Source: an optimization exercise on an open RTL-to-GDS flow (aim: small area). Production flows keep margins and buffers that such runs may drop.
In this exercise RTL edits were held to simulation tests only and were not proved equivalent to the original.
Power and IR drop assume default switching activity.

--- flow/design.v ---
module spi_port (
    input wire clk,                
    input wire rst_n,              
    input wire spi_clk,           
    input wire spi_mosi,          
    output wire spi_miso,         
    input wire spi_cs_n,          
    output reg [15:0] capture_reg
);
    reg [15:0] shift_reg;          
    reg cs_n_prev;                 
    always @(posedge clk or negedge rst_n) begin
        if (!rst_n) begin
            shift_reg <= 16'b0;
            capture_reg <= 16'b0;
            cs_n_prev <= 1'b1;
        end else begin
            cs_n_prev <= spi_cs_n;
            if (!spi_cs_n) begin
                shift_reg <= {shift_reg[14:0], spi_mosi};
            end else if (cs_n_prev == 1'b0 && spi_cs_n == 1'b1) begin
                capture_reg <= shift_reg;
            end
        end
    end
    assign spi_miso = 1'b0;
    wire _unused_spi_clk = spi_clk;
endmodule
module config_memory #(
    parameter NUM_ADDRESSES = 8  
)(
    input wire clk,                    
    input wire rst_n,                  
    input wire [7:0] addr,             
    input wire [7:0] data_in,          
    input wire wr_en,                  
    input wire rd_en,                  
    output reg [7:0] data_out         
);
    reg [7:0] memory [0:NUM_ADDRESSES-1];  
    integer i;
    always @(posedge clk or negedge rst_n) begin
        if (!rst_n) begin
            for (i = 0; i < NUM_ADDRESSES; i = i + 1) begin
                memory[i] <= 8'b0;
            end
        end else if (wr_en && addr < NUM_ADDRESSES) begin
            memory[addr[2:0]] <= data_in;
        end
    end
    always @(posedge clk) begin
        if (rd_en) begin
            data_out <= (addr < NUM_ADDRESSES) ? memory[addr[2:0]] : 8'b0;
        end
    end
endmodule
module demux1to2 (
    input wire clk,                
    input wire rst_n,              
    input wire [7:0]sel,     
    input wire [7:0] d,            
    output wire [7:0] a,
    output wire [7:0] b            
);
    reg [7:0] a_hold;
    reg [7:0] b_hold;
    always @(posedge clk or negedge rst_n) begin
        if (!rst_n) begin
            a_hold <= 8'b0;
            b_hold <= 8'b0;
        end else begin
            case(sel)
                8'd0: a_hold <= d;
                8'd1: b_hold <= d;
                default: ;
            endcase
        end
    end
    assign a = (sel == 8'd0) ? d : a_hold;
    assign b = (sel == 8'd1) ? d : b_hold;
endmodule
module decimator (
    input wire clk,                
    input wire rst,                
    input wire [7:0] decimation_ratio,  
    input wire data,               
    output reg out,               
    output reg dec_clk            
);
    reg [7:0] counter;           
    always @(posedge clk or posedge rst) begin
        if (rst) begin
            counter <= 8'b0;
            out <= 1'b0;
            dec_clk <= 1'b0;
        end else begin
            if (decimation_ratio == 8'b1) begin
                out <= data;
            end else begin
                counter <= counter + 1;
                if (counter >= decimation_ratio-1) begin
                    counter <= 8'b0;
                    out <= data;
                    dec_clk <= ~dec_clk;
                end
            end
        end
    end
endmodule
module buffer #(
    parameter MAX_LENGTH = 256
)(
    input wire clk,             
    input wire rst,             
    input wire en,              
    input wire data_1,          
    input wire data_2,          
    input wire [7:0] length,    
    output reg [7:0] corr,      
    output reg pos,
    output reg neg
);
    reg [MAX_LENGTH-1:0] shift_reg_1;
    reg [MAX_LENGTH-1:0] shift_reg_2;
    reg [7:0] corr_neg;
    reg [7:0] corr_pos;
    integer i;
    always @(posedge clk or posedge rst) begin
        if (rst) begin
            shift_reg_1 <= {MAX_LENGTH{1'b0}};
            shift_reg_2 <= {MAX_LENGTH{1'b0}};
            pos <= 1'b0;
            neg <= 1'b0;
            corr <= 8'b0;
            corr_neg <= 8'b0;
            corr_pos <= 8'b0;
        end else if (en) begin
            shift_reg_1 <= {shift_reg_1[MAX_LENGTH-2:0], data_1};
            shift_reg_2 <= {shift_reg_2[MAX_LENGTH-2:0], data_2};
            corr <= corr + (data_1 ^ data_2) - (shift_reg_1[MAX_LENGTH - 1] ^ shift_reg_2[MAX_LENGTH - 1]) ;
            if (length > 1) begin
                corr_neg <= corr_neg + (shift_reg_1[0] ^ data_2) - (shift_reg_1[MAX_LENGTH - 1] ^ shift_reg_2[MAX_LENGTH - 2]);
                corr_pos <= corr_pos + (data_1 ^ shift_reg_2[0]) - (shift_reg_1[MAX_LENGTH - 2] ^ shift_reg_2[MAX_LENGTH - 1]);
            end
            if (corr_neg < corr_pos) begin
                neg <= 1'b1;
                pos <= 1'b0;
            end else if (corr_pos < corr_neg) begin
                pos <= 1'b1;
                neg <= 1'b0;
            end else begin
                pos <= 1'b0;
                neg <= 1'b0;
            end
        end
    end
endmodule
module top_module(
    input wire clk,
    input wire rst,
    input wire spi_mosi,
    input wire spi_cs_n,
    input wire mic_data_1,
    input wire mic_data_2,
    output wire [7:0] out,
    output wire pos,
    output wire neg
);
wire [7:0] addr;
wire [7:0] value;
wire wr_en = 1;
wire rd_en = 1;
wire [7:0] mem_out;
wire [7:0] decimation_ratio;
wire dec_data_1;
wire dec_data_2;
wire dec_clk;
wire [7:0] filter_length;
wire [7:0] filter_out;
wire [15:0] capture_reg;
wire dummy;
wire dummy2;
wire corr_dec_en;
assign addr = capture_reg[15:8];
assign value = capture_reg[7:0];
    spi_port u_spi_port(
        .clk(clk),
        .rst_n(!rst),
        .spi_clk(clk),
        .spi_mosi(spi_mosi),
        .spi_miso(dummy),
        .spi_cs_n(spi_cs_n),
        .capture_reg(capture_reg)
    );
    config_memory u_memory(
        .clk(clk),            
        .rst_n(!rst),          
        .addr(addr),     
        .data_in(value),  
        .wr_en(wr_en),          
        .rd_en(rd_en),          
        .data_out(mem_out) 
    );
    demux1to2 u_demux1to2(
        .clk(clk),
        .rst_n(!rst),
        .sel(addr),
        .d(mem_out),
        .a(decimation_ratio),  
        .b(filter_length)
    );
    decimator u_decimator_1(
        .clk(clk),              
        .rst(rst),              
        .decimation_ratio(decimation_ratio),
        .data(mic_data_1),             
        .out(dec_data_1),              
        .dec_clk(dec_clk)           
    );
    decimator u_decimator_2(
        .clk(clk),              
        .rst(rst),              
        .decimation_ratio(decimation_ratio),
        .data(mic_data_2),             
        .out(dec_data_2),              
        .dec_clk(dummy2)           
    );
    buffer u_buffer(
        .clk(clk),         
        .rst(rst),         
        .en(corr_dec_en),
        .data_1(dec_data_1),        
        .data_2(dec_data_2),        
        .length(filter_length),
        .corr(out),
        .pos(pos),
        .neg(neg)   
    );
reg dec_clk_q;
always @(posedge clk or posedge rst) begin
    if (rst) dec_clk_q <= 1'b0;
    else dec_clk_q <= dec_clk;
end
assign corr_dec_en = (decimation_ratio == 8'b1) | (dec_clk & ~dec_clk_q);
endmodule
--- flow/run.sh ---
#!/bin/bash
# synth_recipe.tcl (not shown) runs the flow's synth.tcl, then flattens the netlist and writes it again
# the make line also repeats each setting of config.mk as NAME=value (left out here)
make -C /OpenROAD-flow-scripts/flow DESIGN_CONFIG=/design/flow/config.mk WORK_HOME=/design/flow/orfs CLKGATE_MAP_FILE= SYNTH_SCRIPT=/design/flow/synth_recipe.tcl finish
--- flow/constraint.sdc ---
create_clock -name core_clock -period 8.0 [get_ports {clk}]
set_input_delay 1.6000 -clock core_clock [delete_from_list [all_inputs] [get_ports {clk}]]
set_output_delay 1.6000 -clock core_clock [all_outputs]
set_load 0.01 [all_outputs]
--- flow/config.mk ---
export PLATFORM = sky130hd
export DESIGN_NAME = top_module
export DESIGN_NICKNAME = top_module
export VERILOG_FILES = /design/flow/design.v
export SDC_FILE = /design/flow/constraint.sdc
export NUM_CORES = 4
export LEC_CHECK = 0
export CAP_MARGIN = 20
export CORE_MARGIN = 2
export CORE_UTILIZATION = 40
export SLEW_MARGIN = 20
==> results.txt <==
==> critical path, delay by kind of cell, from the launching register on <==
family,cells,cell delay (ps)
flops,1,710
fa+ha+maj,2,580
compound gates,6,1360
simple gates,2,1030
mux,2,850
xor+xnor,1,260
==> worst paths after layout <==
path                       slack [ps]  depth (start not counted)                                  start                                    to
max in group asynchronous        4750                          4                                    rst  u_buffer.shift_reg_1[82]$_DFFE_PP0P_
setup / recovery                 3060                         13  u_spi_port.capture_reg[9]$_DFFE_PP0P_         u_decimator_2.out$_DFFE_PP0P_
min in group asynchronous        1390                          2                                    rst       u_demux1to2.a_hold[2]$_DFF_PP0_
setup reg to reg                 3060                         13  u_spi_port.capture_reg[9]$_DFFE_PP0P_         u_decimator_2.out$_DFFE_PP0P_
hold reg to reg                   380                          0      u_decimator_1.dec_clk$_DFFE_PP0P_                   dec_clk_q$_DFF_PP0_
hold / removal                    380                          0      u_decimator_1.dec_clk$_DFFE_PP0P_                   dec_clk_q$_DFF_PP0_
==> per-stage QoR <==
stage / cells / power (uW) / utilization (%) / hold slack [ps]
5_1_grt: 3893 / 11700 / 45.5 / 389
2_1_floorplan: 2935 / 6820 / - / 354
3_5_place_dp: 3755 / 7500 / 41.7 / 372
4_1_cts: 3891 / 11100 / 45.5 / 381
6_report: 3893 / 10900 / 45.5 / 377
3_3_place_gp: 3755 / 7390 / 41.7 / 372
==> report_power, final <==
group	switching (uW)	internal [uW]	total [uW]
combinational	2110	1070	3180
sequential	360	3870	4230
clock	1360	2180	3530
total	3830	7120	10900
==> cells by family (layout without fill, tap and decap cells) <==
group                      count (synthesis)  after routing
and+or+nand+nor                         1708           1708
DFF                                      678            678
buffers and inverters                    192            219
AOI/OAI and AO/OA                        142            142
muxes                                    126            126
adders and majority gates                 50             50
xor gates and xnor gates                  39             39
==> area by class of cell <==
cell class              instances  area share [%]
multi-input cells            2065            31.9
clock buffers                 113            7.22
well taps                     931            3.73
flip-flops and latches        678            54.2
clock inverters                23            1.08
repair buffers                 34            1.27
inverters                      49           0.601
==> placed cells by master (no fill, tap or decap), drive strengths merged, types with 4 or more instances in the layout <==
master         instances
nor2                  50
clkinv                16
nor4                   8
dfrtp                669
a21oi                 31
inv                   48
dfxtp                  8
ha                    45
clkdlybuf4s50         15
xor2                  26
bufinv                 7
mux2i                 12
nor3                  10
a31oi                  5
buf                   19
nand2               1577
and3                   4
a21o                  10
a211oi                 7
or2                    4
nand3                 11
o22ai                  6
o21a                   5
xnor2                 13
nand2b                 7
o21ai                 49
nor2b                 15
clkbuf               113
a22oi                  5
nand4                  7
mux2                 114
or4                    4
==> routing by layer <==
metal | wire (um) | global-route usage [%] | vias to the layer above
met1 | 23100 | 18.7 | 8863
met4 | 908 | 4.56 | 0
met2 | 21700 | 22.7 | 192
met5 | 0 | 0 | -
li1 | - | - | 9130
met3 | 1570 | 2.45 | 60
==> flow_metrics.tcl <==
set metrics [dict create \
    max_stage_delay_ps 710 \
    period_share_pct 61.8 \
    grt_pass1_wl_mm 84.3 \
    ir_drop_uv 366 \
    firstDrtPassIters 5 \
    pre_cts_slack_ps 3110 \
    rsz0062_at_grt "no" \
    overflow 0 \
    yosys.area.top_type "dfrtp_1" \
    fin_area_mm2 0.0312 \
    final_layout_size_suffix_gt1_share_pct 9.15 \
    numCtsBuffers 74 \
    cts_setup_buffers 0 \
    rows 96 \
    wl_mm 47.2 \
    synth_xor_area_share_pct 1.23 \
    layout_setup_ws_ps 3060 \
    critPathMaxFanout 28 \
    powerDensity_mw_per_mm2 351 \
    grt_pass1_vias 18000 \
    post_drt_wl_per_cell_um 12.1 \
    fin_crit_ps 4940 \
    maxCapViolations 0 \
    relSlewSlack_pct 30.1 \
    fillers 6359 \
    antennaDiodeCount 0 \
    h-tree-depth 3 \
    crit_chain "or3_1 > nor3_4 > mux2i_1 > ha_1 > xor2_1 > ha_1 > o21ai_0 > o21bai_1 > a21oi_1 > a2111oi_2 > o22ai_1 > o21ai_1 > mux2_2" \
    nNetsFinal 2956 \
    ys.flop_type "dfrtp_1" \
    hp-class "flip-flop to flip-flop" \
    die_y_um 267 \
    cp-end-kind "flip-flop" \
    clk_latency_ps 610 \
    hpwlAfterDp_mm 26.8 \
    clock_tree.buffer_depth 3 \
    fin_skew_ps 27.1 \
    multi_input_area_mm2 0.00996 \
    top_regs "u_buffer.shift_reg_1 x256, u_buffer.shift_reg_2 x256, u_memory.memory x64" \
    synth_compound_area_share_pct 3.27 \
    ios 16 \
    power.leakage_uw 0.0168 \
    synth_commonest_cells "nand2_1, dfrtp_1, mux2_2" \
    vias_per_cell 4.69 \
    drt_iter0_markers 1480 \
    startpoint_type "flip-flop" \
    regArea_mm2 0.0169 \
    slew_viol_final 0 \
    grt_max_degree 217 \
    setup_violations 0 \
    dpl-instance-area_mm2 0.0286 \
    antenna_found_initial 0 \
    cts_tree "yes" \
    fp.dieArea_mm2 0.0713 \
    gr-usage-all-layers_pct 13.9 \
    cts.clk_slew.worst_paths_ps 60 \
    crit_slowest_cell "dfrtp_1" \
    finalHoldViolCount 0 \
    synth_fp_nets 2989 \
    required_ps 8470 \
    yosys.area_share.simple_pct 24.0 \
    yosys_warnings 7 \
    syn_area_mm2 0.0277 \
    postRouteAntennaNets 0 \
    outcome "complete, no violations" \
    start_util_pct 40.3 \
    synthTopCellsByArea "dfrtp_1, nand2_1, mux2_2" \
    crit_path_frequent_cell "ha_1" \
    area_growth_pct 12.9 \
    synth_most_common_cell "nand2_1" \
    syn_area_per_cell_um2 9.43 \
    synth_seq_area_share_pct 61.2 \
    synth_top_family_by_area "simple AND/OR/NAND/NOR gates" \
    worst_pin_slew_ps 1050 \
    cts_resized 0 \
    setup_tns_ps 0 \
    io_buffers 15 \
    synth.top_cell.area_share_pct 60.5 \
    post-route-drc-count 0 \
    muxShareOfSynthArea_pct 5.07 \
    vias 18200 \
    timing.fmax_mhz 202 \
    path_class "flip-flop to flip-flop" \
    core_area_mm2 0.0686 \
    die_w_um 267 \
    ys_types 59 \
    ys_seq_elements 678 \
    cts_sinks 678 \
    synth_edf_count 0 \
    crit_arrival_ps 5410 \
    synthCells 2935 \
    synth_fa_ha_area_share_pct 2.33 \
    root_buffer "clkbuf_16" \
    synthArstFlopShare_pct 98.8 \
    gp_congestion 0.783 \
    cts_hold_buffers 0 \
]

[separate check: timing with driven ports]
The results above use ideal ports. As a check the final layout listed here was re-extracted and re-timed, cells and wires unchanged.
Step 1 (the two cells are an assumption about what drives the block):
set clk [get_ports {clk}]
set_driving_cell -lib_cell sky130_fd_sc_hd__clkbuf_16 $clk
set_driving_cell -lib_cell sky130_fd_sc_hd__buf_2 [delete_from_list [all_inputs] $clk]
Step 2, shift: input delay + t, output delay - t, t = (earliest + latest rising clock arrival at the registers) / 2. This alone moves slack from input paths to output paths.
a / b / c = ideal / step 1 / step 2; a / b = the first two.
t, ns: 0.651
setup slack, ns: 3.058 / 3.058 / 3.058
hold WS [ns]: 0.377 / 0.377 / 0.377
slew at the worst register clock pin (ns): 0.06 / 0.06
After both steps setup and hold are still met in this run. For this run, drivers alone change the setup slack by 0.000 ns; drivers and shift together by 0.000 ns.
